This is an optimization exercise on Yosys and OpenROAD, whose aim is small area, not a production implementation.
Only simulation tests tie the RTL to the original design; equivalence was not proved.
No activity file was given, so power comes from the tool's default toggle rates.

File: flow/config.mk
export PLATFORM = sky130hd
export DESIGN_NAME = processor
export DESIGN_NICKNAME = processor
export VERILOG_FILES = /design/flow/design.v
export SDC_FILE = /design/flow/constraint.sdc
export NUM_CORES = 4
export LEC_CHECK = 0
export CAP_MARGIN = 20
export CORE_MARGIN = 2
export CORE_UTILIZATION = 50
export CTS_CLUSTER_DIAMETER = 100
export CTS_CLUSTER_SIZE = 24
export SLEW_MARGIN = 20
export SYNTH_HIERARCHICAL = 1
File: flow/constraint.sdc
create_clock -name core_clock -period 14.0 [get_ports {clk}]
set_input_delay 2.8000 -clock core_clock [delete_from_list [all_inputs] [get_ports {clk}]]
set_output_delay 2.8000 -clock core_clock [all_outputs]
set_load 0.01 [all_outputs]
File: flow/design.v
`timescale 1ns / 1ps
module Controller (
    input [6:0] Opcode,
    output RegWrite, MemRead, MemWrite
);
    wire r_type = (Opcode == 7'b0110011);
    wire i_type = (Opcode == 7'b0010011);
    assign MemRead  = (Opcode == 7'b0000011);
    assign MemWrite = (Opcode == 7'b0100011);
    assign RegWrite = r_type | i_type | MemRead;
endmodule
`timescale 1ns / 1ps
`timescale 1ns / 1ps
module alu_32 (
    input  wire [31:0] ins,
    input  wire [31:0] A_in, B_reg,
    output wire [31:0] ALU_Out
);
    wire [2:0] f3 = ins[14:12];
    wire st    = ins[5] & ~ins[4];          
    wire ri    = ins[4];                    
    wire selB  = ins[5] & ins[4];           
    wire [11:0] imm = {ins[31:25], st ? ins[11:7] : ins[24:20]};
    wire hi_k  = ~selB & ins[31];           
    wire slt    = ri & (f3 == 3'b010);
    wire sub    = slt | (ri & (f3 == 3'b000) & (ins[31:25] == 7'b0100000));
    wire arith  = st | (f3 == 3'b000) | (f3 == 3'b010);
    wire nor_m  = ~arith & (f3 == 3'b100);
    wire or_m   = ~arith & (f3 == 3'b110);
    wire and_m  = ~arith & ~nor_m & ~or_m;
    wire k_g = or_m | and_m;
    wire k_p = or_m;
    wire k_n = nor_m;
    wire add_m = arith & ~slt;
    wire cinn = ~sub;
    wire [31:0] op2n, b, p, g, gn, tn, sn, ln;
    wire g0c;
    genvar i;
    generate
        for (i = 0; i < 32; i = i + 1) begin : sl
            if (i < 12) begin : lo
                CellMux2i m (.a0(imm[i]), .a1(B_reg[i]), .s(selB), .y(op2n[i]));
            end else begin : hi
                CellA21oi m (.a1(selB), .a2(B_reg[i]), .b1(hi_k), .y(op2n[i]));
            end
            CellXnor2 x (.a(op2n[i]), .b(sub), .y(b[i]));
            CellHa h (.a(A_in[i]), .b(b[i]), .s(p[i]), .c(g[i]));
            CellNand2 gg (.a(A_in[i]), .b(b[i]), .y(gn[i]));
            CellNor2 tt (.a(A_in[i]), .b(b[i]), .y(tn[i]));
            CellA222oi l (.a1(g[i]), .a2(k_g), .b1(p[i]), .b2(k_p), .c1(tn[i]), .c2(k_n), .y(ln[i]));
        end
    endgenerate
    CellO21ai c0 (.a1(tn[0]), .a2(cinn), .b1(gn[0]), .y(g0c));
    wire i_g0c;
    wire G_1_0;
    wire G_3_2;
    wire T_3_2;
    wire G_5_4;
    wire T_5_4;
    wire G_7_6;
    wire T_7_6;
    wire G_9_8;
    wire T_9_8;
    wire G_11_10;
    wire T_11_10;
    wire G_13_12;
    wire T_13_12;
    wire G_15_14;
    wire T_15_14;
    wire G_17_16;
    wire T_17_16;
    wire G_19_18;
    wire T_19_18;
    wire G_21_20;
    wire T_21_20;
    wire G_23_22;
    wire T_23_22;
    wire G_25_24;
    wire T_25_24;
    wire G_27_26;
    wire T_27_26;
    wire G_29_28;
    wire T_29_28;
    wire G_31_30;
    wire T_31_30;
    wire G_3_0;
    wire G_7_4;
    wire T_7_4;
    wire G_11_8;
    wire T_11_8;
    wire G_15_12;
    wire T_15_12;
    wire G_19_16;
    wire T_19_16;
    wire G_23_20;
    wire T_23_20;
    wire G_27_24;
    wire T_27_24;
    wire G_31_28;
    wire T_31_28;
    wire G_7_0;
    wire G_15_8;
    wire T_15_8;
    wire G_23_16;
    wire T_23_16;
    wire G_31_24;
    wire T_31_24;
    wire G_15_0;
    wire G_31_16;
    wire T_31_16;
    wire G_31_0;
    wire i_G_15_0;
    wire G_23_0;
    wire i_G_7_0;
    wire G_11_0;
    wire G_19_0;
    wire G_27_0;
    wire i_G_3_0;
    wire G_5_0;
    wire G_9_0;
    wire G_13_0;
    wire G_17_0;
    wire G_21_0;
    wire i_G_23_0;
    wire G_25_0;
    wire G_29_0;
    wire i_G_1_0;
    wire G_2_0;
    wire G_4_0;
    wire G_6_0;
    wire G_8_0;
    wire G_10_0;
    wire i_G_11_0;
    wire G_12_0;
    wire G_14_0;
    wire G_16_0;
    wire G_18_0;
    wire i_G_19_0;
    wire G_20_0;
    wire G_22_0;
    wire G_24_0;
    wire G_26_0;
    wire i_G_27_0;
    wire G_28_0;
    wire G_30_0;
    CellInv u1 (.a(g0c), .y(i_g0c));
    CellO21ai u2 (.a1(tn[1]), .a2(i_g0c), .b1(gn[1]), .y(G_1_0));
    CellO21ai u3 (.a1(tn[3]), .a2(gn[2]), .b1(gn[3]), .y(G_3_2));
    CellNor2 u4 (.a(tn[3]), .b(tn[2]), .y(T_3_2));
    CellO21ai u5 (.a1(tn[5]), .a2(gn[4]), .b1(gn[5]), .y(G_5_4));
    CellNor2 u6 (.a(tn[5]), .b(tn[4]), .y(T_5_4));
    CellO21ai u7 (.a1(tn[7]), .a2(gn[6]), .b1(gn[7]), .y(G_7_6));
    CellNor2 u8 (.a(tn[7]), .b(tn[6]), .y(T_7_6));
    CellO21ai u9 (.a1(tn[9]), .a2(gn[8]), .b1(gn[9]), .y(G_9_8));
    CellNor2 u10 (.a(tn[9]), .b(tn[8]), .y(T_9_8));
    CellO21ai u11 (.a1(tn[11]), .a2(gn[10]), .b1(gn[11]), .y(G_11_10));
    CellNor2 u12 (.a(tn[11]), .b(tn[10]), .y(T_11_10));
    CellO21ai u13 (.a1(tn[13]), .a2(gn[12]), .b1(gn[13]), .y(G_13_12));
    CellNor2 u14 (.a(tn[13]), .b(tn[12]), .y(T_13_12));
    CellO21ai u15 (.a1(tn[15]), .a2(gn[14]), .b1(gn[15]), .y(G_15_14));
    CellNor2 u16 (.a(tn[15]), .b(tn[14]), .y(T_15_14));
    CellO21ai u17 (.a1(tn[17]), .a2(gn[16]), .b1(gn[17]), .y(G_17_16));
    CellNor2 u18 (.a(tn[17]), .b(tn[16]), .y(T_17_16));
    CellO21ai u19 (.a1(tn[19]), .a2(gn[18]), .b1(gn[19]), .y(G_19_18));
    CellNor2 u20 (.a(tn[19]), .b(tn[18]), .y(T_19_18));
    CellO21ai u21 (.a1(tn[21]), .a2(gn[20]), .b1(gn[21]), .y(G_21_20));
    CellNor2 u22 (.a(tn[21]), .b(tn[20]), .y(T_21_20));
    CellO21ai u23 (.a1(tn[23]), .a2(gn[22]), .b1(gn[23]), .y(G_23_22));
    CellNor2 u24 (.a(tn[23]), .b(tn[22]), .y(T_23_22));
    CellO21ai u25 (.a1(tn[25]), .a2(gn[24]), .b1(gn[25]), .y(G_25_24));
    CellNor2 u26 (.a(tn[25]), .b(tn[24]), .y(T_25_24));
    CellO21ai u27 (.a1(tn[27]), .a2(gn[26]), .b1(gn[27]), .y(G_27_26));
    CellNor2 u28 (.a(tn[27]), .b(tn[26]), .y(T_27_26));
    CellO21ai u29 (.a1(tn[29]), .a2(gn[28]), .b1(gn[29]), .y(G_29_28));
    CellNor2 u30 (.a(tn[29]), .b(tn[28]), .y(T_29_28));
    CellO21ai u31 (.a1(tn[31]), .a2(gn[30]), .b1(gn[31]), .y(G_31_30));
    CellNor2 u32 (.a(tn[31]), .b(tn[30]), .y(T_31_30));
    CellA21oi u33 (.a1(T_3_2), .a2(G_1_0), .b1(G_3_2), .y(G_3_0));
    CellA21oi u34 (.a1(T_7_6), .a2(G_5_4), .b1(G_7_6), .y(G_7_4));
    CellNand2 u35 (.a(T_7_6), .b(T_5_4), .y(T_7_4));
    CellA21oi u36 (.a1(T_11_10), .a2(G_9_8), .b1(G_11_10), .y(G_11_8));
    CellNand2 u37 (.a(T_11_10), .b(T_9_8), .y(T_11_8));
    CellA21oi u38 (.a1(T_15_14), .a2(G_13_12), .b1(G_15_14), .y(G_15_12));
    CellNand2 u39 (.a(T_15_14), .b(T_13_12), .y(T_15_12));
    CellA21oi u40 (.a1(T_19_18), .a2(G_17_16), .b1(G_19_18), .y(G_19_16));
    CellNand2 u41 (.a(T_19_18), .b(T_17_16), .y(T_19_16));
    CellA21oi u42 (.a1(T_23_22), .a2(G_21_20), .b1(G_23_22), .y(G_23_20));
    CellNand2 u43 (.a(T_23_22), .b(T_21_20), .y(T_23_20));
    CellA21oi u44 (.a1(T_27_26), .a2(G_25_24), .b1(G_27_26), .y(G_27_24));
    CellNand2 u45 (.a(T_27_26), .b(T_25_24), .y(T_27_24));
    CellA21oi u46 (.a1(T_31_30), .a2(G_29_28), .b1(G_31_30), .y(G_31_28));
    CellNand2 u47 (.a(T_31_30), .b(T_29_28), .y(T_31_28));
    CellO21ai u48 (.a1(T_7_4), .a2(G_3_0), .b1(G_7_4), .y(G_7_0));
    CellO21ai u49 (.a1(T_15_12), .a2(G_11_8), .b1(G_15_12), .y(G_15_8));
    CellNor2 u50 (.a(T_15_12), .b(T_11_8), .y(T_15_8));
    CellO21ai u51 (.a1(T_23_20), .a2(G_19_16), .b1(G_23_20), .y(G_23_16));
    CellNor2 u52 (.a(T_23_20), .b(T_19_16), .y(T_23_16));
    CellO21ai u53 (.a1(T_31_28), .a2(G_27_24), .b1(G_31_28), .y(G_31_24));
    CellNor2 u54 (.a(T_31_28), .b(T_27_24), .y(T_31_24));
    CellA21oi u55 (.a1(T_15_8), .a2(G_7_0), .b1(G_15_8), .y(G_15_0));
    CellA21oi u56 (.a1(T_31_24), .a2(G_23_16), .b1(G_31_24), .y(G_31_16));
    CellNand2 u57 (.a(T_31_24), .b(T_23_16), .y(T_31_16));
    CellO21ai u58 (.a1(T_31_16), .a2(G_15_0), .b1(G_31_16), .y(G_31_0));
    CellInv u59 (.a(G_15_0), .y(i_G_15_0));
    CellA21oi u60 (.a1(T_23_16), .a2(i_G_15_0), .b1(G_23_16), .y(G_23_0));
    CellInv u61 (.a(G_7_0), .y(i_G_7_0));
    CellO21ai u62 (.a1(T_11_8), .a2(i_G_7_0), .b1(G_11_8), .y(G_11_0));
    CellO21ai u63 (.a1(T_19_16), .a2(G_15_0), .b1(G_19_16), .y(G_19_0));
    CellO21ai u64 (.a1(T_27_24), .a2(G_23_0), .b1(G_27_24), .y(G_27_0));
    CellInv u65 (.a(G_3_0), .y(i_G_3_0));
    CellA21oi u66 (.a1(T_5_4), .a2(i_G_3_0), .b1(G_5_4), .y(G_5_0));
    CellA21oi u67 (.a1(T_9_8), .a2(G_7_0), .b1(G_9_8), .y(G_9_0));
    CellA21oi u68 (.a1(T_13_12), .a2(G_11_0), .b1(G_13_12), .y(G_13_0));
    CellA21oi u69 (.a1(T_17_16), .a2(i_G_15_0), .b1(G_17_16), .y(G_17_0));
    CellA21oi u70 (.a1(T_21_20), .a2(G_19_0), .b1(G_21_20), .y(G_21_0));
    CellInv u71 (.a(G_23_0), .y(i_G_23_0));
    CellA21oi u72 (.a1(T_25_24), .a2(i_G_23_0), .b1(G_25_24), .y(G_25_0));
    CellA21oi u73 (.a1(T_29_28), .a2(G_27_0), .b1(G_29_28), .y(G_29_0));
    CellInv u74 (.a(G_1_0), .y(i_G_1_0));
    CellO21ai u75 (.a1(tn[2]), .a2(i_G_1_0), .b1(gn[2]), .y(G_2_0));
    CellO21ai u76 (.a1(tn[4]), .a2(G_3_0), .b1(gn[4]), .y(G_4_0));
    CellO21ai u77 (.a1(tn[6]), .a2(G_5_0), .b1(gn[6]), .y(G_6_0));
    CellO21ai u78 (.a1(tn[8]), .a2(i_G_7_0), .b1(gn[8]), .y(G_8_0));
    CellO21ai u79 (.a1(tn[10]), .a2(G_9_0), .b1(gn[10]), .y(G_10_0));
    CellInv u80 (.a(G_11_0), .y(i_G_11_0));
    CellO21ai u81 (.a1(tn[12]), .a2(i_G_11_0), .b1(gn[12]), .y(G_12_0));
    CellO21ai u82 (.a1(tn[14]), .a2(G_13_0), .b1(gn[14]), .y(G_14_0));
    CellO21ai u83 (.a1(tn[16]), .a2(G_15_0), .b1(gn[16]), .y(G_16_0));
    CellO21ai u84 (.a1(tn[18]), .a2(G_17_0), .b1(gn[18]), .y(G_18_0));
    CellInv u85 (.a(G_19_0), .y(i_G_19_0));
    CellO21ai u86 (.a1(tn[20]), .a2(i_G_19_0), .b1(gn[20]), .y(G_20_0));
    CellO21ai u87 (.a1(tn[22]), .a2(G_21_0), .b1(gn[22]), .y(G_22_0));
    CellO21ai u88 (.a1(tn[24]), .a2(G_23_0), .b1(gn[24]), .y(G_24_0));
    CellO21ai u89 (.a1(tn[26]), .a2(G_25_0), .b1(gn[26]), .y(G_26_0));
    CellInv u90 (.a(G_27_0), .y(i_G_27_0));
    CellO21ai u91 (.a1(tn[28]), .a2(i_G_27_0), .b1(gn[28]), .y(G_28_0));
    CellO21ai u92 (.a1(tn[30]), .a2(G_29_0), .b1(gn[30]), .y(G_30_0));
    CellXnor2 s1 (.a(p[1]), .b(g0c), .y(sn[1]));
    CellMux2i r1 (.a0(ln[1]), .a1(sn[1]), .s(add_m), .y(ALU_Out[1]));
    CellXnor2 s2 (.a(p[2]), .b(G_1_0), .y(sn[2]));
    CellMux2i r2 (.a0(ln[2]), .a1(sn[2]), .s(add_m), .y(ALU_Out[2]));
    CellXnor2 s3 (.a(p[3]), .b(G_2_0), .y(sn[3]));
    CellMux2i r3 (.a0(ln[3]), .a1(sn[3]), .s(add_m), .y(ALU_Out[3]));
    CellXor2 s4 (.a(p[4]), .b(G_3_0), .y(sn[4]));
    CellMux2i r4 (.a0(ln[4]), .a1(sn[4]), .s(add_m), .y(ALU_Out[4]));
    CellXnor2 s5 (.a(p[5]), .b(G_4_0), .y(sn[5]));
    CellMux2i r5 (.a0(ln[5]), .a1(sn[5]), .s(add_m), .y(ALU_Out[5]));
    CellXor2 s6 (.a(p[6]), .b(G_5_0), .y(sn[6]));
    CellMux2i r6 (.a0(ln[6]), .a1(sn[6]), .s(add_m), .y(ALU_Out[6]));
    CellXnor2 s7 (.a(p[7]), .b(G_6_0), .y(sn[7]));
    CellMux2i r7 (.a0(ln[7]), .a1(sn[7]), .s(add_m), .y(ALU_Out[7]));
    CellXnor2 s8 (.a(p[8]), .b(G_7_0), .y(sn[8]));
    CellMux2i r8 (.a0(ln[8]), .a1(sn[8]), .s(add_m), .y(ALU_Out[8]));
    CellXnor2 s9 (.a(p[9]), .b(G_8_0), .y(sn[9]));
    CellMux2i r9 (.a0(ln[9]), .a1(sn[9]), .s(add_m), .y(ALU_Out[9]));
    CellXor2 s10 (.a(p[10]), .b(G_9_0), .y(sn[10]));
    CellMux2i r10 (.a0(ln[10]), .a1(sn[10]), .s(add_m), .y(ALU_Out[10]));
    CellXnor2 s11 (.a(p[11]), .b(G_10_0), .y(sn[11]));
    CellMux2i r11 (.a0(ln[11]), .a1(sn[11]), .s(add_m), .y(ALU_Out[11]));
    CellXnor2 s12 (.a(p[12]), .b(G_11_0), .y(sn[12]));
    CellMux2i r12 (.a0(ln[12]), .a1(sn[12]), .s(add_m), .y(ALU_Out[12]));
    CellXnor2 s13 (.a(p[13]), .b(G_12_0), .y(sn[13]));
    CellMux2i r13 (.a0(ln[13]), .a1(sn[13]), .s(add_m), .y(ALU_Out[13]));
    CellXor2 s14 (.a(p[14]), .b(G_13_0), .y(sn[14]));
    CellMux2i r14 (.a0(ln[14]), .a1(sn[14]), .s(add_m), .y(ALU_Out[14]));
    CellXnor2 s15 (.a(p[15]), .b(G_14_0), .y(sn[15]));
    CellMux2i r15 (.a0(ln[15]), .a1(sn[15]), .s(add_m), .y(ALU_Out[15]));
    CellXor2 s16 (.a(p[16]), .b(G_15_0), .y(sn[16]));
    CellMux2i r16 (.a0(ln[16]), .a1(sn[16]), .s(add_m), .y(ALU_Out[16]));
    CellXnor2 s17 (.a(p[17]), .b(G_16_0), .y(sn[17]));
    CellMux2i r17 (.a0(ln[17]), .a1(sn[17]), .s(add_m), .y(ALU_Out[17]));
    CellXor2 s18 (.a(p[18]), .b(G_17_0), .y(sn[18]));
    CellMux2i r18 (.a0(ln[18]), .a1(sn[18]), .s(add_m), .y(ALU_Out[18]));
    CellXnor2 s19 (.a(p[19]), .b(G_18_0), .y(sn[19]));
    CellMux2i r19 (.a0(ln[19]), .a1(sn[19]), .s(add_m), .y(ALU_Out[19]));
    CellXnor2 s20 (.a(p[20]), .b(G_19_0), .y(sn[20]));
    CellMux2i r20 (.a0(ln[20]), .a1(sn[20]), .s(add_m), .y(ALU_Out[20]));
    CellXnor2 s21 (.a(p[21]), .b(G_20_0), .y(sn[21]));
    CellMux2i r21 (.a0(ln[21]), .a1(sn[21]), .s(add_m), .y(ALU_Out[21]));
    CellXor2 s22 (.a(p[22]), .b(G_21_0), .y(sn[22]));
    CellMux2i r22 (.a0(ln[22]), .a1(sn[22]), .s(add_m), .y(ALU_Out[22]));
    CellXnor2 s23 (.a(p[23]), .b(G_22_0), .y(sn[23]));
    CellMux2i r23 (.a0(ln[23]), .a1(sn[23]), .s(add_m), .y(ALU_Out[23]));
    CellXor2 s24 (.a(p[24]), .b(G_23_0), .y(sn[24]));
    CellMux2i r24 (.a0(ln[24]), .a1(sn[24]), .s(add_m), .y(ALU_Out[24]));
    CellXnor2 s25 (.a(p[25]), .b(G_24_0), .y(sn[25]));
    CellMux2i r25 (.a0(ln[25]), .a1(sn[25]), .s(add_m), .y(ALU_Out[25]));
    CellXor2 s26 (.a(p[26]), .b(G_25_0), .y(sn[26]));
    CellMux2i r26 (.a0(ln[26]), .a1(sn[26]), .s(add_m), .y(ALU_Out[26]));
    CellXnor2 s27 (.a(p[27]), .b(G_26_0), .y(sn[27]));
    CellMux2i r27 (.a0(ln[27]), .a1(sn[27]), .s(add_m), .y(ALU_Out[27]));
    CellXnor2 s28 (.a(p[28]), .b(G_27_0), .y(sn[28]));
    CellMux2i r28 (.a0(ln[28]), .a1(sn[28]), .s(add_m), .y(ALU_Out[28]));
    CellXnor2 s29 (.a(p[29]), .b(G_28_0), .y(sn[29]));
    CellMux2i r29 (.a0(ln[29]), .a1(sn[29]), .s(add_m), .y(ALU_Out[29]));
    CellXor2 s30 (.a(p[30]), .b(G_29_0), .y(sn[30]));
    CellMux2i r30 (.a0(ln[30]), .a1(sn[30]), .s(add_m), .y(ALU_Out[30]));
    CellXnor2 s31 (.a(p[31]), .b(G_30_0), .y(sn[31]));
    CellMux2i r31 (.a0(ln[31]), .a1(sn[31]), .s(add_m), .y(ALU_Out[31]));
    wire c32 = G_31_0;
    wire lt = p[31] ^ c32;
    wire l0 = ~ln[0] | (lt & slt);
    assign ALU_Out[0] = add_m ? (p[0] ^ sub) : l0;
endmodule
module CellInv (input a, output y);            assign y = ~a;                 endmodule
module CellNand2 (input a, b, output y);       assign y = ~(a & b);           endmodule
module CellNor2 (input a, b, output y);        assign y = ~(a | b);           endmodule
module CellXor2 (input a, b, output y);        assign y = a ^ b;              endmodule
module CellXnor2 (input a, b, output y);       assign y = ~(a ^ b);           endmodule
module CellHa (input a, b, output s, c);       assign s = a ^ b; assign c = a & b; endmodule
module CellMux2i (input a0, a1, s, output y);  assign y = ~(s ? a1 : a0);     endmodule
module CellA21oi (input a1, a2, b1, output y); assign y = ~((a1 & a2) | b1);  endmodule
module CellO21ai (input a1, a2, b1, output y); assign y = ~((a1 | a2) & b1);  endmodule
module CellA222oi (input a1, a2, b1, b2, c1, c2, output y);
    assign y = ~((a1 & a2) | (b1 & b2) | (c1 & c2));
endmodule
`timescale 1ns / 1ps
module RegFile(
    input clk, reset, rg_wrt_en,
    input [4:0] rg_rd_addr1, rg_rd_addr2, rg_wrt_addr,
    input [31:0] rg_wrt_data,
    output wire [31:0] rg_rd_data1, rg_rd_data2
    );
    wire [31:0] we, hold, valid;
    wire [31:0] sel1, sel2;
    wire [1023:0] q;
    WriteDec wdec (
        .clk(clk), .reset(reset), .en(rg_wrt_en), .addr(rg_wrt_addr),
        .we(we), .hold(hold), .valid(valid)
    );
    ReadDec rdec1 (.addr(rg_rd_addr1), .valid(valid), .sel(sel1));
    ReadDec rdec2 (.addr(rg_rd_addr2), .valid(valid), .sel(sel2));
    genvar k, j;
    generate
        for (k = 0; k < 32; k = k + 1) begin : row
            for (j = 0; j < 32; j = j + 1) begin : b
                RegBit r (
                    .clk(clk), .we(we[k]), .hold(hold[k]),
                    .d(rg_wrt_data[j]), .q(q[32*k + j])
                );
            end
        end
    endgenerate
    ReadMux rmux1 (.sel(sel1), .q(q), .y(rg_rd_data1));
    ReadMux rmux2 (.sel(sel2), .q(q), .y(rg_rd_data2));
endmodule
module WriteDec (
    input clk, reset, en,
    input [4:0] addr,
    output [31:0] we, hold,
    output reg [31:0] valid
);
    genvar k;
    generate
        for (k = 0; k < 32; k = k + 1) begin : dec
            assign we[k]   = en & (addr == k);
            assign hold[k] = ~(en & (addr == k));
        end
    endgenerate
    always @ (posedge reset or posedge clk)
        if (reset) valid <= 32'h0;
        else       valid <= valid | we;
endmodule
module ReadDec (
    input [4:0] addr,
    input [31:0] valid,
    output [31:0] sel
);
    genvar k;
    generate
        for (k = 0; k < 32; k = k + 1) begin : dec
            assign sel[k] = valid[k] & (addr == k);
        end
    endgenerate
endmodule
module RegBit (
    input clk, we, hold, d,
    output reg q
);
    always @ (posedge clk)
        q <= (d & we) | (q & hold);
endmodule
module ReadMux (
    input [31:0] sel,
    input [1023:0] q,
    output [31:0] y
);
    genvar j;
    generate
        for (j = 0; j < 32; j = j + 1) begin : bs
            wire [31:0] col;
            genvar k;
            for (k = 0; k < 32; k = k + 1) begin : c
                assign col[k] = q[32*k + j];
            end
            ReadSlice s (.sel(sel), .d(col), .y(y[j]));
        end
    endgenerate
endmodule
module ReadSlice (
    input [31:0] sel,
    input [31:0] d,
    output y
);
    wire [10:0] n;
    wire [1:0] o;
    genvar g;
    generate
        for (g = 0; g < 10; g = g + 1) begin : grp
            AOI222 u (.a1(sel[3*g]), .a2(d[3*g]), .b1(sel[3*g+1]), .b2(d[3*g+1]),
                      .c1(sel[3*g+2]), .c2(d[3*g+2]), .y(n[g]));
        end
    endgenerate
    NAND4 u11 (.a(n[0]), .b(n[1]), .c(n[2]), .d(n[3]), .y(o[0]));
    NAND4 u12 (.a(n[4]), .b(n[5]), .c(n[6]), .d(n[7]), .y(o[1]));
    ReadTail u13 (.o0(o[0]), .o1(o[1]), .n8(n[8]), .n9(n[9]),
                  .s30(sel[30]), .d30(d[30]), .s31(sel[31]), .d31(d[31]), .y(y));
endmodule
module AOI222 (input a1, a2, b1, b2, c1, c2, output y);
    assign y = ~((a1 & a2) | (b1 & b2) | (c1 & c2));
endmodule
module ReadTail (input o0, o1, n8, n9, s30, d30, s31, d31, output y);
    assign y = o0 | o1 | ~n8 | ~n9 | (s30 & d30) | (s31 & d31);
endmodule
module NAND4 (input a, b, c, d, output y);
    assign y = ~(a & b & c & d);
endmodule
`timescale 1ns / 1ps
module PCReg (input clk, reset, output [7:0] pc);
    reg [5:0] q;
    always @ (posedge clk)
        if (reset) q <= 6'd0;
        else       q <= q + 6'd1;
    assign pc = {q, 2'b00};
endmodule
`timescale 1ns / 1ps
`timescale 1ns / 1ps
module MUX21 (
    input  S,
    input [31:0] D1, D2,
    output [31:0] Y
);
    assign Y = S ? D2 : D1;
endmodule
`timescale 1ns / 1ps
`timescale 1ns / 1ps
module processor (
    input clk, reset,
    output [31:0] Result,        
    output [7:0] pc,             
    input [31:0] instruction,    
    output mem_read,             
    output mem_write,            
    output [31:0] mem_wdata,     
    input [31:0] mem_rdata       
);
    wire        reg_write;
    wire [31:0] reg1, reg2, wb_data;
    Controller controller (
        .Opcode(instruction[6:0]),
        .RegWrite(reg_write),
        .MemRead(mem_read),
        .MemWrite(mem_write)
    );
    PCReg pc_reg (
        .clk(clk),
        .reset(reset),
        .pc(pc)
    );
    RegFile reg_file (
        .clk(clk),
        .reset(reset),
        .rg_wrt_en(reg_write),
        .rg_rd_addr1(instruction[19:15]),
        .rg_rd_addr2(instruction[24:20]),
        .rg_wrt_addr(instruction[11:7]),
        .rg_wrt_data(wb_data),
        .rg_rd_data1(reg1),
        .rg_rd_data2(reg2)
    );
    alu_32 alu (
        .ins(instruction),
        .A_in(reg1),
        .B_reg(reg2),
        .ALU_Out(Result)
    );
    assign mem_wdata = reg2;
    MUX21 wb_mux (
        .S(instruction[4]),
        .D1(mem_rdata),
        .D2(Result),
        .Y(wb_data)
    );
endmodule
File: flow/flow/run.sh
#!/bin/bash
set -euo pipefail
export BUFFER_PORTS_ARGS="-buffer_cell sky130_fd_sc_hd__buf_1"
bash standard.sh > standard.log 2>&1
File: flow/standard.sh
#!/bin/bash
# synth_recipe.tcl (not shown) runs the flow's synth.tcl, then flattens the netlist and writes it again
# the make line also repeats each setting of config.mk as NAME=value (left out here)
make -C /OpenROAD-flow-scripts/flow DESIGN_CONFIG=/design/flow/config.mk WORK_HOME=/design/flow/orfs CLKGATE_MAP_FILE= SYNTH_SCRIPT=/design/flow/synth_recipe.tcl "${@:-finish}"
==> summary.txt, run 1 <==
Synthesis
  – Register area share after synthesis: 0.490
  – Primary FF master, synth: dfxtp_1
  – Top-area cell type share of the netlist area: 0.471
  – Area contributors post-synth: dfxtp_1 47%, a22o_1 20%, a222oi_1 15%, nand4_1 2.8%, dfrtp_1 1.8%
  – Number of synthesized flops with an enable pin: 0
  – Register bit total from synthesis: 1062
  – Syn_area_per_cell: 11.7 sq um
  – Post-Syn Area: 43800 sq um
  – Largest area contributor in the netlist: dfxtp_1
  – Ys Warns: 9
  – Cell count after synthesis: 3733
  – Async SR Flop Fraction: 0.0301
  – Synth cell types: 56

Global routing
  – Antenna violations before repair: 10
  – Vias in the first global route: 42300
  – Met3 GRT Util: 0.178
  – Met2 Resource Use GR: 0.650
  – M1 GR Usage: 0.582
  – Largest net degree at the start of global routing: 33
  – Gr usage total: 0.461
  – Grt ovf: 0
  – Top Usage Layer GRT: met2
  – First-pass GRT wire length: 306000 um

Routing
  – Detail-routed net length per standard cell: 41.9 um
  – Detailed Route WL: 218000 um
  – Via density: 8.64
  – Vias post-DR: 44900
  – Post-route ant nets: 0
  – Drt pass-1 iters: 15
  – DRC: 0
  – DRT iter0 DRCs: 12200

Floorplan
  – Total die area: 89900 sq um
  – Die H: 300 um
  – Rows: 108
  – Core Area: 86800 sq um
  – Starting Density: 0.504
  – # IOs: 140
  – Chip width: 300 um

Placement
  – Post-DP Area: 46800 sq um
  – Number of instances in the placed design: 5121
  – GP Congestion: 0.995
  – Port Buf Inserts: 137
  – Detailed Place HPWL: 133000 um
  – Dpl ws: 2.16 ns

STA
  – Clock skew: 0.0661 ns
  – Worst slew margin: 0.146
  – Final hold violations: 0
  – Slew Viols, Final: 0
  – Period minus WS final: 12.28 ns
  – Fin crit share: 0.877
  – Slew at the pin closest to its max-slew limit: 1.28 ns
  – Final setup TNS: 0 ns
  – Worst setup margin: 1.72 ns
  – # setup viols final: 0
  – RSZ-0062 raised after global routing: false
  – Highest clock rate: 81.4 MHz

Setup path
  – Reg2reg path depth: 24
  – WP data required: 11.20 ns
  – Worst Setup EP: Result[31]
  – Kind of critical path: primary input to output port
  – R2R Path Start: reg_file.wdec.valid[11]$_DFF_PP0_
  – CP startpoint: instruction[21]
  – Critical R2R Capture: reg_file.row[18].b[31].r.q$_DFF_P_
  – Crit. End Element: output port
  – Worst Path Max Fanout: 19
  – Startpoint types: primary input
  – Worst endpoint data arrival time: 9.48 ns
  – R2R setup slack: 6.52 ns

CTS
  – Root Driver: clkbuf_16
  – Inserted Clock Buffers: 51
  – Clock sinks: 1062
  – H-tree levels: 2
  – CTS Buffer Depth: 3
  – Worst-Skew Late Latency: 0.72 ns
  – Post-CTS Hold Fix Bufs: 0
  – Post-CTS resize count: 0
  – CTS tree: yes
  – Number of setup buffers added after CTS: 0
  – CTS clk-pin slew, worst paths: 0.10 ns

Cells and area
  – Fill count: 7386
  – Final nets: 4126
  – Share of cells above drive strength 1: 0.0894
  – Area growth, synth to finish: 10.8%
  – Design Area, Final: 48500 sq um
  – Final Non-Filler Cells: 5198

Pwr
  – PwrDens: 108 nW/um^2
  – Net Sw Power: 1.36 mW
  – Max VDD drop: 123 uV
  – Clock power share: 0.329
  – Internal Pwr Total: 3.87 mW
  – Comb power frac: 0.072
  – Leak: 17.5 nW
  – Switching share of total power: 0.260
  – Seq pwr share: 0.598

Job
  – Max cap viols: 0

Run status
  – Status: timing/DRC/antenna clean

Hold path
  – Hold Crit Class: flip-flop to flip-flop
==> synth_stat cells (3+ instances only) <==
cell,count
nor3_1,4
nor3b_2,6
nand4b_1,3
and3_2,4
dfxtp_1,1030
ha_1,33
buf_4,4
clkbuf_1,9
and4b_1,4
dfrtp_1,32
buf_12,3
a21oi_2,38
o21ai_1,41
nand4bb_1,3
inv_1,10
nor2_1,160
nor4b_4,3
xor2_1,14
a22oi_1,64
mux2_4,30
buf_2,10
nor4bb_1,3
nand4_1,193
nor2b_1,13
a21o_1,32
nand2b_1,3
a22o_1,1024
xnor2_1,54
and2_1,6
mux2i_1,44
and3b_2,4
a222oi_1,672
nand2_1,91
and3_1,62
==> cells by family (layout without fill, tap and decap cells) <==
logic type	count (synthesis)	in the layout	synth area share
other	1	6	0.0000857
multiplexers	76	76	0.0209
AND/OR/NAND/NOR	579	579	0.0728
AO/OA/AOI/OAI	1876	1876	0.388
XOR/XNOR	68	68	0.0136
buffers and inverters	38	343	0.00535
flip-flops	1062	1062	0.490
adder cells (fa/ha/maj)	33	33	0.00944
==> per-layer routing <==
metal,vias up,share of wire
met5,-,0.00033
met4,12,0.082
met3,965,0.17
met2,4584,0.40
met1,21900,0.35
li1,17500,-
==> Yosys stat by module, one instance, submodules excluded, excerpt <==
module / flops+latches / cells / area [sq um] / times used
CellO21ai: 0 / 1 / 5.00 / 40
alu_32: 0 / 41 / 264 / 1
NAND4: 0 / 1 / 6.26 / 128
CellNor2: 0 / 1 / 3.75 / 50
CellA21oi: 0 / 1 / 8.76 / 38
CellA222oi: 0 / 1 / 10.0 / 32
ReadDec: 0 / 48 / 325 / 2
CellXnor2: 0 / 1 / 8.76 / 53
PCReg: 6 / 25 / 248 / 1
AOI222: 0 / 1 / 10.0 / 640
RegBit: 1 / 2 / 28.8 / 1024
CellNand2: 0 / 1 / 3.75 / 40
ReadTail: 0 / 3 / 17.5 / 64
CellMux2i: 0 / 1 / 10.0 / 43
CellInv: 0 / 1 / 3.75 / 9
==> cell usage in the layout (no fill, tap or decap), types with 32 or more instances in the layout <==
| cell type | instances |
|---|---|
| a21o_1 | 32 |
| a21oi_2 | 38 |
| a222oi_1 | 672 |
| a22o_1 | 1024 |
| a22oi_1 | 64 |
| and3_1 | 40 |
| buf_1 | 136 |
| buf_4 | 120 |
| clkbuf_16 | 52 |
| dfrtp_1 | 32 |
| dfxtp_1 | 1030 |
| ha_1 | 33 |
| mux2i_1 | 44 |
| nand2_1 | 82 |
| nand4_1 | 193 |
| nor2_1 | 126 |
| o21ai_1 | 41 |
| xnor2_1 | 54 |
==> power by group through the flow <==
stage          clock network (mW)  logic [mW]  registers [mW]
2_1_floorplan                   0       0.221            3.18
3_3_place_gp                    0       0.349            3.20
3_5_place_dp                    0       0.360            3.20
4_1_cts                      1.72       0.361            3.13
5_1_grt                      1.83       0.389            3.14
6_report                     1.72       0.379            3.13
==> flip-flops by register name (all words and copies together), names as in the netlist <==
signal and cells:
pc_reg.q 6, reg_file.wdec.valid 32, reg_file.row.b.r.q 1024
==> worst min-delay path by stage <==
stage | from | endpoint | slack, ns | cells past startpoint
detailed placement | reg_file.wdec.valid[10]$_DFF_PP0_ | reg_file.wdec.valid[10]$_DFF_PP0_ | 0.46 | 1
finish | reg_file.wdec.valid[24]$_DFF_PP0_ | reg_file.wdec.valid[24]$_DFF_PP0_ | 0.47 | 1
global route | reg_file.wdec.valid[10]$_DFF_PP0_ | reg_file.wdec.valid[10]$_DFF_PP0_ | 0.51 | 1
CTS | reg_file.wdec.valid[24]$_DFF_PP0_ | reg_file.wdec.valid[24]$_DFF_PP0_ | 0.48 | 1
global placement | pc_reg.q[0]$_SDFF_PP0_ | pc_reg.q[0]$_SDFF_PP0_ | 0.46 | 1
floorplan | reg_file.wdec.valid[11]$_DFF_PP0_ | reg_file.wdec.valid[11]$_DFF_PP0_ | 0.43 | 1
==> cell type report <==
cell class | count | area, sq um | area share
multi-input cells | 2634 | 22400 | 0.463
flip-flops and latches | 1062 | 21400 | 0.442
repair buffers | 268 | 1700 | 0.0350
well taps | 1155 | 1450 | 0.0298
clock buffers | 58 | 1330 | 0.0275
clock inverters | 7 | 96.3 | 0.00199
inverters | 10 | 37.5 | 0.000774
diodes | 4 | 10.0 | 0.000206
==> stage by stage <==
step / hold WS, ns / util / total power, mW
2_1_floorplan: 0.432 / - / 3.40
3_3_place_gp: 0.455 / 0.539 / 3.54
3_5_place_dp: 0.456 / 0.540 / 3.56
4_1_cts: 0.478 / 0.556 / 5.21
5_1_grt: 0.508 / 0.559 / 5.35
6_report: 0.475 / 0.559 / 5.23
==> worst max-delay path, stage by stage <==
cell	delay [ns]
buf_1	0.43
nor2b_1	0.24
and3_2	0.42
buf_4	0.30
a222oi_1	0.53
nand4_1	0.27
nor2_1	0.44
nand4_1	0.21
mux2i_1	0.22
xnor2_1	0.19
nor2_1	0.10
o21ai_1	0.22
inv_1	0.08
o21ai_1	0.38
a21oi_2	0.21
o21ai_1	0.56
a21oi_2	0.26
inv_1	0.17
a21oi_2	0.10
o21ai_1	0.52
a21oi_2	0.14
o21ai_1	0.19
xnor2_1	0.09
mux2i_1	0.23
buf_1	0.18
==> run 2: changes to the inputs <==
--- a/flow/design.v
+++ b/flow/design.v
@@ -321,15 +321,15 @@
     input [31:0] rg_wrt_data,
     output wire [31:0] rg_rd_data1, rg_rd_data2
     );
-    wire [31:0] we, hold, valid;
+    wire [31:0] we, hold;
     wire [31:0] sel1, sel2;
     wire [1023:0] q;
     WriteDec wdec (
-        .clk(clk), .reset(reset), .en(rg_wrt_en), .addr(rg_wrt_addr),
-        .we(we), .hold(hold), .valid(valid)
+        .reset(reset), .en(rg_wrt_en), .addr(rg_wrt_addr),
+        .we(we), .hold(hold)
     );
-    ReadDec rdec1 (.addr(rg_rd_addr1), .valid(valid), .sel(sel1));
-    ReadDec rdec2 (.addr(rg_rd_addr2), .valid(valid), .sel(sel2));
+    ReadDec rdec1 (.addr(rg_rd_addr1), .sel(sel1));
+    ReadDec rdec2 (.addr(rg_rd_addr2), .sel(sel2));
     genvar k, j;
     generate
         for (k = 0; k < 32; k = k + 1) begin : row
@@ -345,31 +345,27 @@
     ReadMux rmux2 (.sel(sel2), .q(q), .y(rg_rd_data2));
 endmodule
 module WriteDec (
-    input clk, reset, en,
+    input reset, en,
     input [4:0] addr,
-    output [31:0] we, hold,
-    output reg [31:0] valid
+    output [31:0] we, hold
 );
+    wire wen = en & ~reset;
     genvar k;
     generate
         for (k = 0; k < 32; k = k + 1) begin : dec
-            assign we[k]   = en & (addr == k);
-            assign hold[k] = ~(en & (addr == k));
+            assign we[k]   = wen & (addr == k);
+            assign hold[k] = ~(wen & (addr == k)) & ~reset;
         end
     endgenerate
-    always @ (posedge reset or posedge clk)
-        if (reset) valid <= 32'h0;
-        else       valid <= valid | we;
 endmodule
 module ReadDec (
     input [4:0] addr,
-    input [31:0] valid,
     output [31:0] sel
 );
     genvar k;
     generate
         for (k = 0; k < 32; k = k + 1) begin : dec
-            assign sel[k] = valid[k] & (addr == k);
+            assign sel[k] = (addr == k);
         end
     endgenerate
 endmodule
==> run 2 against run 1 <==
  * Combinational power increased by 27%
  * Flip-flop and latch count decreased by 32
  * Critical path depth decreased by 6
  * Register-to-register slack improved by 1.7 ns
  * Clock skew decreased by 0.029 ns
  * Sequential share of layout area decreased by 1.1 points
  * Final cell count decreased by 2.3%
  * Non-clock buffer count decreased by 2
  * Fmax increased by 5.8%
==> summary.txt, run 2 <==
STA
  – Slew Viols, Final: 0 (unchanged)
  – Period minus WS final: 11.61 ns (-0.669 ns)
  – # setup viols final: 0 (unchanged)
  – Fin crit share: 0.830 (-0.0478)
  – Final hold violations: 0 (unchanged)
  – Highest clock rate: 86.1 MHz (+5.8%)
  – Clock skew: 0.0373 ns (-0.0288 ns)
  – RSZ-0062 raised after global routing: false
  – Worst slew margin: 0.114 (-0.0322)
  – Slew at the pin closest to its max-slew limit: 1.33 ns (+0.0482 ns)
  – Final setup TNS: 0 ns (unchanged)

Hold path
  – Hold Crit Class: flip-flop to flip-flop
  – Hold wc startpoint: pc_reg.q[0]$_SDFF_PP0_

Setup path
  – Crit path largest cell delay: 0.71 ns (+0.15 ns)
  – Startpoint types: primary input
  – Top cell by count, worst path: nor2_1
  – Worst Path Max Fanout: 32 (+13)
  – Max stage delay cell, worst path: nand2b_1
  – R2R Path Start: reg_file.row[6].b[0].r.q$_DFF_P_
  – Worst endpoint data arrival time: 8.81 ns (-0.67 ns)
  – Kind of critical path: primary input to output port
  – CP cell instances: buf_1 -> nand2b_1 -> nor2_4 -> a222oi_1 -> nand4_1 -> nor2_1 -> nand4_1 -> a21oi_2 -> xnor2_1 -> nor2_1 -> nor2_1 -> nand2_1 -> nor2_1 -> nand2_1 -> o21ai_1 -> xor2_1 -> o22ai_1 -> a221oi_2 -> buf_1
  – Critical path's top delay family: simple AND/OR/NAND/NOR gates
  – WP data required: 11.20 ns (about the same)
  – CP startpoint: instruction[24]
  – Buf+Inv Stages, Crit Path: 2 (-3)
  – Crit. End Element: output port

Floorplan
  – Chip width: 296 um (-1.4%)
  – Total die area: 87400 sq um (-2.8%)
  – Core Area: 84000 sq um (-3.2%)
  – Starting Density: 0.507 (+0.00214)
  – # IOs: 140 (unchanged)
  – Die H: 296 um (-1.4%)
  – Rows: 106 (-1.9%)

CTS
  – Post-CTS resize count: 0 (unchanged)
  – CTS Buffer Depth: 3 (unchanged)
  – Post-CTS Hold Fix Bufs: 0 (unchanged)
  – CTS clk-pin slew, worst paths: 0.10 ns (about the same)
  – CTS tree: yes
  – H-tree levels: 2 (unchanged)
  – Clock sinks: 1030 (-3.0%)
  – Inserted Clock Buffers: 49 (-3.9%)
  – Root Driver: clkbuf_16
  – Number of setup buffers added after CTS: 0 (unchanged)
  – Worst-Skew Late Latency: 0.69 ns (-0.03 ns)

Synthesis
  – Ys Warns: 8 (-1)
  – Syn_area_per_cell: 11.7 sq um (-0.58%)
  – Synth cell types: 51 (-8.9%)
  – Cell count after synthesis: 3649 (-2.3%)
  – Post-Syn Area: 42500 sq um (-2.8%)
  – Largest area contributor in the netlist: dfxtp_1
  – Most common cell in the netlist: dfxtp_1
  – Primary FF master, synth: dfxtp_1
  – Number of synthesized flops with an enable pin: 0 (unchanged)
  – Synth cell count leaders: 1030 x dfxtp_1, 1024 x a22o_1, 672 x a222oi_1
  – Register bit total from synthesis: 1030 (-3.0%)
  – Async SR Flop Fraction: 0 (-0.0301)
  – Register area share after synthesis: 0.485 (-0.00464)
  – Area contributors post-synth: dfxtp_1 48%, a22o_1 21%, a222oi_1 16%, nand4_1 2.8%, nor2_1 1.7%
  – Top-area cell type share of the netlist area: 0.485 (+0.0137)

Cells and area
  – Area growth, synth to finish: 12.5%
  – Final nets: 4035 (-2.2%)
  – Leading registers by flop count: reg_file.row.b.r.q (1024), pc_reg.q (6)
  – Share of cells above drive strength 1: 0.0990 (+0.00958)
  – Most frequent cells in the layout: 1030 x dfxtp_1, 1024 x a22o_1, 672 x a222oi_1
  – Max reg flops: 1024 (unchanged)
  – Largest Register: reg_file.row.b.r.q
  – Final Non-Filler Cells: 5079 (-2.3%)
  – Most common cell after layout, fill and taps aside: dfxtp_1

Routing
  – Via density: 8.62 (-0.30%)
  – Met3 routed wirelength: 34700 um (-4.8%)
  – Met2 wire length: 86800 um (-0.56%)
  – DRC: 0 (unchanged)
  – DRT iter0 DRCs: 11500 (-5.4%)
  – Vias post-DR: 43800 (-2.6%)
  – Post-route ant nets: 0 (unchanged)
  – Drt pass-1 iters: 14 (-1)
  – Detail-routed net length per standard cell: 41.2 um (-1.7%)
  – Detailed Route WL: 209000 um (-4.0%)
  – Met1 WL: 71700 um (-5.9%)
  – DR top layer: met5

Run status
  – Status: timing/DRC/antenna clean

Global routing
  – Grt ovf: 0 (unchanged)
  – Largest net degree at the start of global routing: 40 (+21%)
  – Vias in the first global route: 41700 (-1.4%)
  – Antenna violations before repair: 13 (+3)
  – Gr usage total: 0.456 (-0.00542)
  – First-pass GRT wire length: 293000 um (-4.1%)

Pwr
  – Max VDD drop: 101 uV (-18%)
  – Leak: 16.4 nW (-6.3%)
  – PwrDens: 106 nW/um^2 (-1.9%)

Placement
  – Detailed Place HPWL: 120000 um (-9.2%)
  – Port Buf Inserts: 137 (unchanged)
  – Number of instances in the placed design: 5004 (-2.3%)
  – GP Congestion: 0.973 (-2.1%)

Job
  – Max cap viols: 0 (unchanged)
run 2: per-layer routing:
metal,global-route usage,vias to the layer above
met5,0.00277,-
met4,0.306,18
met3,0.188,981
met2,0.657,4215
met1,0.555,21400
li1,-,17200
run 2: layout make-up:
| cell class | count | area (sq um) |
|---|---|---|
| flip-flops and latches | 1030 | 20600 |
| inverters | 9 | 33.8 |
| clock inverters | 6 | 95.1 |
| diodes | 4 | 10.0 |
| multi-input cells | 2580 | 22600 |
| well taps | 1134 | 1420 |
| fillers | 7006 | 36100 |
| repair buffers | 266 | 1820 |
| clock buffers | 50 | 1230 |
run 2: logic make-up (layout without fill, tap and decap cells):
group	after synthesis	after routing	share of synthesized area
AO/OA/AOI/OAI	1876	1876	0.399
flip-flops	1030	1030	0.485
AND/OR/NAND/NOR	525	525	0.0651
multiplexers	76	76	0.0215
XOR/XNOR	68	68	0.0140
buffers and inverters	40	331	0.00606
adder cells (fa/ha/maj)	33	33	0.00971
other	1	6	0.0000882
run 2: metrics by stage:
stage	instance area (sq um)	setup WS (ns)	util	power (mW)	hold WS, ns
after CTS	47500	2.75	0.565	5.03	0.482
after detailed placement	46100	2.77	0.550	3.45	0.460
after global routing	47800	2.31	0.570	5.17	0.500
after global placement	46100	2.85	0.549	3.44	0.452
after floorplan	42500	3.82	-	3.22	0.462
final	47900	2.39	0.570	5.07	0.481
run 2: worst paths after layout:
path                                        endpoint  depth (start not counted)  slack, ns
setup / recovery                           Result[0]                         19       2.39
hold / removal                pc_reg.q[0]$_SDFF_PP0_                          1       0.48
setup reg to reg  reg_file.row[19].b[31].r.q$_DFF_P_                         22       8.17
hold reg to reg               pc_reg.q[0]$_SDFF_PP0_                          1       0.48
run 2: report_power, final:
group	leakage [nW]	switching, mW	total [mW]	internal, mW
clock	0.651	0.999	1.66	0.658
combinational	7.45	0.393	0.481	0.0879
sequential	8.29	0.00183	2.93	2.93
total	16.4	1.39	5.07	3.68
run 2: modules after synthesis, one instance, submodules excluded, excerpt:
module	cells	cell area, sq um
ReadDec	47	221
PCReg	25	248
AOI222	1	10.0
CellNand2	1	3.75
CellA222oi	1	10.0
CellA21oi	1	8.76
CellO21ai	1	5.00
CellHa	1	12.5
Controller	6	41.3
alu_32	41	264
CellXnor2	1	8.76
CellInv	1	3.75
RegBit	2	28.8
==> run 3: changes to the inputs <==
--- a/flow/config.mk
+++ b/flow/config.mk
@@ -5,10 +5,10 @@
 export SDC_FILE = /design/flow/constraint.sdc
 export NUM_CORES = 4
 export LEC_CHECK = 0
-export CAP_MARGIN = 20
+export CAP_MARGIN = 5
 export CORE_MARGIN = 2
 export CORE_UTILIZATION = 50
 export CTS_CLUSTER_DIAMETER = 100
 export CTS_CLUSTER_SIZE = 24
-export SLEW_MARGIN = 20
+export SLEW_MARGIN = 5
 export SYNTH_HIERARCHICAL = 1
==> run 3 against run 2 <==
  * Die area did not move
  * Setup slack got worse by 0.073 ns
  * Synthesized cell count did not move
  * Still clean
  * Sequential share of layout area rose by 0.37 points
  * Non-clock buffer count fell by 18
  * Sequential power barely moved
  * Clock-buffer cell count rose by 4
  * Area after synthesis did not move
  * Combinational power fell by 1%
  * Clock power barely moved
  * Final cell count fell by 0.28%
  * Global-route usage fell by 0.20 points
==> summary.txt, run 3 <==
Setup path
  – WP data required: 11.20 ns (about the same)
  – Kind of critical path: primary input to output port
  – Buf+Inv Stages, Crit Path: 4 (+2)
  – Critical path's top delay family: compound AO/OA/AOI/OAI gates
  – Crit path largest cell delay: 1.11 ns (+0.40 ns)
  – Crit. End Element: output port
  – Max stage delay cell, worst path: nor2_4
  – Startpoint types: primary input
  – CP cell instances: buf_1 -> or3b_4 -> nor2_4 -> a222oi_1 -> nand4_1 -> nor2_1 -> nand4_1 -> mux2i_1 -> xnor2_1 -> nor2_1 -> o21ai_1 -> inv_1 -> o21ai_1 -> a21oi_2 -> o21ai_1 -> a21oi_2 -> inv_1 -> a21oi_2 -> o21ai_1 -> a21oi_2 -> o21ai_1 -> xnor2_1 -> mux2i_1 -> buf_1
  – Top cell by count, worst path: o21ai_1
  – Worst endpoint data arrival time: 8.89 ns (+0.08 ns)
  – Worst Path Max Fanout: 32 (unchanged)

Floorplan
  – Rows: 106 (unchanged)
  – Starting Density: 0.507 (unchanged)
  – # IOs: 140 (unchanged)
  – Total die area: 87400 sq um (unchanged)
  – Chip width: 296 um (unchanged)
  – Core Area: 84000 sq um (unchanged)
  – Die H: 296 um (unchanged)

CTS
  – Post-CTS Hold Fix Bufs: 0 (unchanged)
  – Number of setup buffers added after CTS: 0 (unchanged)
  – CTS Buffer Depth: 3 (unchanged)
  – CTS tree: yes
  – Worst-Skew Late Latency: 0.66 ns (-0.03 ns)
  – CTS clk-pin slew, worst paths: 0.09 ns (about the same)
  – Root Driver: clkbuf_16
  – Post-CTS resize count: 0 (unchanged)
  – Inserted Clock Buffers: 49 (unchanged)
  – Clock sinks: 1030 (unchanged)
  – H-tree levels: 2 (unchanged)

STA
  – # setup viols final: 0 (unchanged)
  – Slew Viols, Final: 0 (unchanged)
  – Highest clock rate: 85.6 MHz (-0.62%)
  – Final hold violations: 0 (unchanged)
  – Fin crit share: 0.835 (+0.00520)
  – WHS: 0.486 ns (+0.00570 ns)
  – Worst slew margin: 0.0350 (-0.0790)
  – RSZ-0062 raised after global routing: false
  – Final setup TNS: 0 ns (unchanged)
  – Slew at the pin closest to its max-slew limit: 1.44 ns (+0.118 ns)
  – Clock skew: 0.0379 ns (+0.000642 ns)
  – Period minus WS final: 11.69 ns (+0.0728 ns)

Pwr
  – Comb power frac: 0.094 (about the same)
  – Max VDD drop: 103 uV (+1.5%)
  – Seq pwr share: 0.577 (about the same)
  – Switching share of total power: 0.270 (-0.00502)
  – Leak: 16.2 nW (-1.1%)
  – PwrDens: 107 nW/um^2 (+1.1%)
  – Net Sw Power: 1.37 mW (-1.6%)
  – Clock power share: 0.329 (+0.002)
  – Internal Pwr Total: 3.71 mW (+0.92%)
  – Overall Power: 5.08 mW (+0.22%)

Synthesis
  – Most common cell in the netlist: dfxtp_1
  – Area contributors post-synth: dfxtp_1 48%, a22o_1 21%, a222oi_1 16%, nand4_1 2.8%, nor2_1 1.7%
  – Post-Syn Area: 42500 sq um (unchanged)
  – Synth cell count leaders: 1030 x dfxtp_1, 1024 x a22o_1, 672 x a222oi_1
  – Largest area contributor in the netlist: dfxtp_1
  – Number of synthesized flops with an enable pin: 0 (unchanged)
  – Syn_area_per_cell: 11.7 sq um (unchanged)
  – Synth cell types: 51 (unchanged)
  – Primary FF master, synth: dfxtp_1
  – Ys Warns: 8 (unchanged)
  – Cell count after synthesis: 3649 (unchanged)
  – Top-area cell type share of the netlist area: 0.485 (unchanged)
  – Async SR Flop Fraction: 0 (unchanged)
  – Register area share after synthesis: 0.485 (unchanged)
  – Register bit total from synthesis: 1030 (unchanged)

Placement
  – Port Buf Inserts: 137 (unchanged)
  – Number of instances in the placed design: 5001 (-0.060%)
  – Detailed Place HPWL: 120000 um (-0.53%)
  – GP Congestion: 0.973 (unchanged)

Cells and area
  – Final nets: 4017 (-0.45%)
  – Largest Register: reg_file.row.b.r.q
  – Leading registers by flop count: reg_file.row.b.r.q (1024), pc_reg.q (6)
  – Finished Core Util: 0.565 (-0.00492)
  – Final Non-Filler Cells: 5065 (-0.28%)
  – Most common cell after layout, fill and taps aside: dfxtp_1
  – Share of cells above drive strength 1: 0.0950 (-0.00395)
  – Fill count: 7103 (+1.4%)
  – Area growth, synth to finish: 11.6%
  – Most frequent cells in the layout: 1030 x dfxtp_1, 1024 x a22o_1, 672 x a222oi_1
  – Max reg flops: 1024 (unchanged)

Run status
  – Status: timing/DRC/antenna clean

Hold path
  – Hold Crit Class: flip-flop to flip-flop

Routing
  – Post-route ant nets: 0 (unchanged)
  – Vias post-DR: 43600 (-0.37%)
  – Detail-routed net length per standard cell: 41.3 um (+0.19%)
  – DRT iter0 DRCs: 10600 (-7.7%)
  – Detailed Route WL: 209000 um (about the same)
  – Via density: 8.61 (about the same)
  – DRC: 0 (unchanged)
  – Drt pass-1 iters: 17 (+3)

Global routing
  – Grt ovf: 0 (unchanged)
  – Largest net degree at the start of global routing: 40 (unchanged)
  – First-pass GRT wire length: 292000 um (-0.44%)
  – Vias in the first global route: 41700 (+0.017%)
  – Gr usage total: 0.454 (-0.00196)
  – Antenna violations before repair: 11 (-2)

Job
  – Max cap viols: 0 (unchanged)
run 3: layout make-up:
| type | count | area [sq um] | share of cell area |
|---|---|---|---|
| Sequential cell | 1030 | 20600 | 0.435 |
| Inverter | 9 | 33.8 | 0.000712 |
| Clock inverter | 5 | 87.6 | 0.00185 |
| Clock buffer | 54 | 1290 | 0.0271 |
| Tap cell | 1134 | 1420 | 0.0299 |
| Multi-Input combinational cell | 2580 | 22600 | 0.477 |
| Timing Repair Buffer | 248 | 1350 | 0.0285 |
| Antenna cell | 5 | 12.5 | 0.000264 |
run 3: cells by family (layout without fill, tap and decap cells):
group,count (synthesis),in the layout,synth area share
AOI/OAI and AO/OA,1876,1876,0.399
DFF,1030,1030,0.485
and+or+nand+nor,525,525,0.0651
muxes,76,76,0.0215
xor gates and xnor gates,68,68,0.0140
buffers and inverters,40,316,0.00606
adders and majority gates,33,33,0.00971
other,1,7,0.0000882
run 3: routing by layer:
metal	part of all wire	track usage
met2	0.41	0.651
met4	0.082	0.317
met5	0.0015	0.000554
met1	0.34	0.548
met3	0.17	0.191
run 3: through the flow:
stage | area, sq um | worst slack [ns]
after floorplan | 42500 | 3.82
after global placement | 46100 | 2.85
after detailed placement | 46100 | 2.70
after CTS | 47400 | 2.70
after global routing | 47400 | 2.21
final | 47400 | 2.31
run 3: path summary, 6_finish.rpt:
kind                                    startpoint                                 end  slack (ns)  cells past startpoint
hold / removal              pc_reg.q[0]$_SDFF_PP0_              pc_reg.q[0]$_SDFF_PP0_        0.49                      1
setup reg to reg  reg_file.row[6].b[0].r.q$_DFF_P_  reg_file.row[14].b[31].r.q$_DFF_P_        8.10                     22
setup / recovery                   instruction[20]                          Result[31]        2.31                     24
hold reg to reg             pc_reg.q[0]$_SDFF_PP0_              pc_reg.q[0]$_SDFF_PP0_        0.49                      1
run 3: power by group through the flow:
stage / clock network [mW] / logic (mW) / registers, mW
6_report: 1.67 / 0.476 / 2.93
5_1_grt: 1.77 / 0.474 / 2.93
4_1_cts: 1.67 / 0.448 / 2.93
3_5_place_dp: 0 / 0.448 / 3.00
3_3_place_gp: 0 / 0.438 / 3.00
2_1_floorplan: 0 / 0.225 / 3.00
run 3: per-module statistics from Yosys (local to each module, per instance), a selection:
module      area, sq um  times used  flops+latches
AOI222             10.0         640              0
ReadDec             221           2              0
CellMux2i          10.0          43              0
CellA222oi         10.0          32              0
CellNor2           3.75          50              0
CellA21oi          8.76          38              0
CellInv            3.75           9              0
MUX21               544           1              0
CellXnor2          8.76          53              0
CellO21ai          5.00          40              0
alu_32              264           1              0
==> run 4: changes to the inputs <==
--- a/flow/design.v
+++ b/flow/design.v
@@ -350,11 +350,20 @@
     output [31:0] we, hold
 );
     wire wen = en & ~reset;
+    wire resetn = ~reset;
+    wire [3:0] ph = {wen & addr[4] & addr[3], wen & addr[4] & ~addr[3],
+                     wen & ~addr[4] & addr[3], wen & ~addr[4] & ~addr[3]};
+    wire [7:0] pl;
     genvar k;
     generate
+        for (k = 0; k < 8; k = k + 1) begin : lo
+            assign pl[k] = (addr[2:0] == k);
+        end
         for (k = 0; k < 32; k = k + 1) begin : dec
-            assign we[k]   = wen & (addr == k);
-            assign hold[k] = ~(wen & (addr == k)) & ~reset;
+            wire nwe;
+            AND2 w (.a(ph[k / 8]), .b(pl[k % 8]), .y(we[k]));
+            NAND2 n (.a(ph[k / 8]), .b(pl[k % 8]), .y(nwe));
+            AND2 h (.a(nwe), .b(resetn), .y(hold[k]));
         end
     endgenerate
 endmodule
@@ -362,13 +371,27 @@
     input [4:0] addr,
     output [31:0] sel
 );
+    wire [3:0] ph;
+    wire [7:0] pl;
     genvar k;
     generate
+        for (k = 0; k < 4; k = k + 1) begin : hi
+            assign ph[k] = (addr[4:3] == k);
+        end
+        for (k = 0; k < 8; k = k + 1) begin : lo
+            assign pl[k] = (addr[2:0] == k);
+        end
         for (k = 0; k < 32; k = k + 1) begin : dec
-            assign sel[k] = (addr == k);
+            AND2 a (.a(ph[k / 8]), .b(pl[k % 8]), .y(sel[k]));
         end
     endgenerate
 endmodule
+module AND2 (input a, b, output y);
+    assign y = a & b;
+endmodule
+module NAND2 (input a, b, output y);
+    assign y = ~(a & b);
+endmodule
 module RegBit (
     input clk, we, hold, d,
     output reg q
--- a/flow/config.mk
+++ b/flow/config.mk
@@ -9,6 +9,6 @@
 export CORE_MARGIN = 2
 export CORE_UTILIZATION = 50
 export CTS_CLUSTER_DIAMETER = 100
-export CTS_CLUSTER_SIZE = 24
+export CTS_CLUSTER_SIZE = 26
 export SLEW_MARGIN = 5
 export SYNTH_HIERARCHICAL = 1
==> run 4 against run 3 <==
  * Now fails the layout checks on max-capacitance violations, max-slew violations
  * Cell area fell by 1.5%
  * Wire length rose by 1.9%
  * Die area up 0.44%
  * Clock-buffer cell count fell by 6
  * Power down 1.9%
  * Critical path depth is the same
  * Sequential power about the same
  * Global-route usage up 0.80 points
  * Synthesized cell count up 0.30%
  * Critical path type unchanged
  * Largest power group unchanged
  * Highest routed layer unchanged
==> summary.txt, run 4 <==
CTS
  – Clock sinks: 1030 (unchanged)
  – Worst-Skew Late Latency: 0.67 ns (about the same)
  – H-tree levels: 2 (unchanged)
  – CTS clk-pin slew, worst paths: 0.09 ns (about the same)
  – Root Driver: clkbuf_16
  – Number of setup buffers added after CTS: 0 (unchanged)
  – Post-CTS Hold Fix Bufs: 0 (unchanged)
  – Inserted Clock Buffers: 46 (-6.1%)
  – CTS tree: yes
  – CTS Buffer Depth: 3 (unchanged)
  – Post-CTS resize count: 0 (unchanged)

STA
  – Slew at the pin closest to its max-slew limit: 1.57 ns (+0.129 ns)
  – Worst slew margin: -0.0488 (-0.0837)
  – Final setup TNS: 0 ns (unchanged)
  – Worst setup margin: 2.45 ns (+0.134 ns)
  – WHS: 0.502 ns (+0.0162 ns)
  – # setup viols final: 0 (unchanged)
  – RSZ-0062 raised after global routing: false
  – Highest clock rate: 86.6 MHz (+1.2%)
  – Period minus WS final: 11.55 ns (-0.134 ns)
  – Slew Viols, Final: 20 (+20)
  – Final hold violations: 0 (unchanged)
  – Fin crit share: 0.825 (-0.00960)
  – Clock skew: 0.0371 ns (-0.000790 ns)

Job
  – Max cap viols: 1 (+1)

Cells and area
  – Most common cell after layout, fill and taps aside: dfxtp_1
  – Max reg flops: 1024 (unchanged)
  – Largest Register: reg_file.row.b.r.q
  – Final nets: 4051 (+0.85%)
  – Leading registers by flop count: reg_file.row.b.r.q (1024), pc_reg.q (6)
  – Share of cells above drive strength 1: 0.0740 (-0.0210)
  – Finished Core Util: 0.551 (-0.0145)
  – Area growth, synth to finish: 9.40%
  – Most frequent cells in the layout: 1030 x dfxtp_1, 1024 x a22o_1, 672 x a222oi_1

Floorplan
  – # IOs: 140 (unchanged)
  – Core Area: 84900 sq um (+1.1%)
  – Die H: 296 um (+0.22%)
  – Rows: 107 (+0.94%)
  – Starting Density: 0.503 (-0.00330)
  – Total die area: 87800 sq um (+0.44%)
  – Chip width: 296 um (+0.22%)

Pwr
  – Comb power frac: 0.091 (-0.003)
  – Clock power share: 0.321 (-0.008)
  – Net Sw Power: 1.37 mW (-0.39%)
  – Internal Pwr Total: 3.62 mW (-2.5%)
  – Max VDD drop: 117 uV (+13%)
  – PwrDens: 107 nW/um^2 (-0.42%)
  – Switching share of total power: 0.274 (+0.00419)
  – Leak: 16.2 nW (about the same)
  – Seq pwr share: 0.588 (+0.011)

Setup path
  – Kind of critical path: primary input to output port
  – WP data required: 11.20 ns (about the same)
  – Max stage delay cell, worst path: and2_1
  – Worst endpoint data arrival time: 8.75 ns (-0.14 ns)
  – Worst Path Max Fanout: 19 (-41%)
  – Crit. End Element: output port
  – Crit path largest cell delay: 1.27 ns (+0.16 ns)
  – CP cell instances: buf_1 -> nor3b_1 -> and2_1 -> a222oi_1 -> nand4_1 -> nor2_1 -> nand4_1 -> mux2i_1 -> xnor2_1 -> nor2_1 -> o21ai_1 -> inv_1 -> o21ai_1 -> a21oi_2 -> o21ai_1 -> a21oi_2 -> inv_1 -> a21oi_2 -> inv_1 -> a21oi_2 -> o21ai_1 -> xnor2_1 -> mux2i_1 -> buf_1
  – Startpoint types: primary input

Global routing
  – Vias in the first global route: 42200 (+1.1%)
  – Gr usage total: 0.462 (+0.00798)
  – First-pass GRT wire length: 297000 um (+1.6%)
  – Largest net degree at the start of global routing: 34 (-15%)
  – Antenna violations before repair: 13 (+2)
  – Grt ovf: 0 (unchanged)

Synthesis
  – Syn_area_per_cell: 11.7 sq um (+0.14%)
  – Async SR Flop Fraction: 0 (unchanged)
  – Ys Warns: 8 (unchanged)
  – Most common cell in the netlist: dfxtp_1
  – Primary FF master, synth: dfxtp_1
  – Synth cell types: 47 (-7.8%)
  – Cell count after synthesis: 3660 (+0.30%)
  – Register area share after synthesis: 0.483 (-0.00214)
  – Synth cell count leaders: 1030 x dfxtp_1, 1024 x a22o_1, 672 x a222oi_1
  – Number of synthesized flops with an enable pin: 0 (unchanged)
  – Register bit total from synthesis: 1030 (unchanged)
  – Top-area cell type share of the netlist area: 0.483 (-0.00214)
  – Post-Syn Area: 42700 sq um (+0.44%)
  – Largest area contributor in the netlist: dfxtp_1
  – Area contributors post-synth: dfxtp_1 48%, a22o_1 21%, a222oi_1 16%, nand4_1 2.8%, and2_1 1.9%

Routing
  – Detail-routed net length per standard cell: 41.7 um (+1.1%)
  – DRT iter0 DRCs: 10900 (+2.2%)
  – DRC: 0 (unchanged)
  – Post-route ant nets: 0 (unchanged)
  – Drt pass-1 iters: 17 (unchanged)
  – Detailed Route WL: 213000 um (+1.9%)
  – Vias post-DR: 44000 (+0.96%)
  – Via density: 8.62 (+0.15%)

Hold path
  – Hold Crit Class: flip-flop to flip-flop

Run status
  – Blocking Checks: max-capacitance violations, max-slew violations
  – Status: failed layout checks

Placement
  – GP Congestion: 0.974 (about the same)
  – Dpl ws: 2.77 ns (+0.0743 ns)
  – Port Buf Inserts: 137 (unchanged)
  – Detailed Place HPWL: 121000 um (+1.3%)
run 4: cell types whose count changed after synthesis, sizes merged, moves of 9 or more:
cell    delta
nand2     +30
and2     +128
and3      -29
clkbuf     -9
a31oi     -32
nor2      -64
buf       -15
run 4: area by class of cell:
cell class              count  area, sq um
diodes                      2         5.00
inverters                  10         37.5
fillers                  7360        38100
clock buffers              48         1170
multi-input cells        2614        22000
flip-flops and latches   1030        20600
well taps                1144         1430
repair buffers            250         1360
clock inverters             8         78.8
run 4: worst paths after layout:
| path | from | end | slack, ns | depth (start not counted) |
|---|---|---|---|---|
| worst max-delay path | instruction[21] | Result[27] | 2.45 | 24 |
| worst min-delay path | pc_reg.q[0]$_SDFF_PP0_ | pc_reg.q[0]$_SDFF_PP0_ | 0.50 | 1 |
| worst max register to register | reg_file.row[3].b[3].r.q$_DFF_P_ | reg_file.row[1].b[31].r.q$_DFF_P_ | 8.20 | 20 |
| worst min register to register | pc_reg.q[0]$_SDFF_PP0_ | pc_reg.q[0]$_SDFF_PP0_ | 0.50 | 1 |
run 4: kinds of logic after synthesis:
logic type      count (synthesis)  synth area share
compound gates               1844             0.392
flops                        1030             0.483
simple gates                  591            0.0769
mux                            76            0.0214
xor+xnor                       68            0.0139
fa+ha+maj                      33           0.00967
buf+inv                        17           0.00302
other cells                     1         0.0000878
run 4: Yosys stat by module, one instance, submodules excluded, excerpt:
module      times used  cells inside  area, sq um  flip-flops and latches
NAND2               32             1         3.75                       0
CellInv              9             1         3.75                       0
WriteDec             1            13          119                       0
CellA21oi           38             1         8.76                       0
RegBit            1024             2         28.8                       1
CellMux2i           43             1         10.0                       0
NAND4              128             1         6.26                       0
Controller           1             6         41.3                       0
AND2               128             1         6.26                       0
PCReg                1            25          248                       6
ReadDec              2            12         87.6                       0
CellXor2            10             1         8.76                       0
run 4: per-layer routing:
layer / global-route usage / share of wire / up-vias
li1: - / - / 17200
met1: 0.563 / 0.35 / 21600
met2: 0.652 / 0.41 / 4314
met3: 0.191 / 0.17 / 973
met4: 0.334 / 0.080 / 16
met5: 0.00111 / 0.00042 / -
run 4: critical path: cells and delay by family:
kind / cells / cell delay [ns]
multiplexers: 2 / 0.48
buffers and inverters: 5 / 0.73
AO/OA/AOI/OAI: 9 / 2.03
XOR/XNOR: 2 / 0.34
AND/OR/NAND/NOR: 6 / 2.38
run 4: metrics by stage:
step | power, mW | std cells | cell area [sq um]
after global routing | 5.08 | 5105 | 46700
after CTS | 4.95 | 5104 | 46700
after global placement | 3.41 | 5048 | 45500
after floorplan | 3.22 | 3661 | 42700
after detailed placement | 3.42 | 5048 | 45500
final | 4.98 | 5106 | 46700
run 4: power groups by stage:
stage / logic, mW / registers, mW / clock network [mW]
detailed placement: 0.423 / 3.00 / 0
floorplan: 0.220 / 3.00 / 0
global route: 0.450 / 2.93 / 1.70
global placement: 0.413 / 3.00 / 0
finish: 0.451 / 2.93 / 1.60
CTS: 0.423 / 2.93 / 1.59

## afterwards: timing with drivers on the ports
How much do the figures lean on ideal ports? The routed layouts below were timed once more, with nothing changed but the port constraints. Step 1 assumes that a clkbuf_16 drives the clock port and a buf_2 every other input. Step 2 also shifts input and output timing later by t, the mid clock arrival at the registers, as if the neighbouring blocks saw the same clock. a / b / c = no drivers / after step 1 / after step 2; a / b = the first two.
| run | t (ns) | slack for setup (ns) |
|---|---|---|
| run 1 | 0.756 | 1.717 / 1.684 / 1.684 |
| run 2 | 0.740 | 2.386 / 2.274 / 2.274 |
| run 3 | 0.711 | 2.313 / 2.200 / 2.200 |
| run 4 | 0.732 | 2.447 / 2.311 / 2.311 |
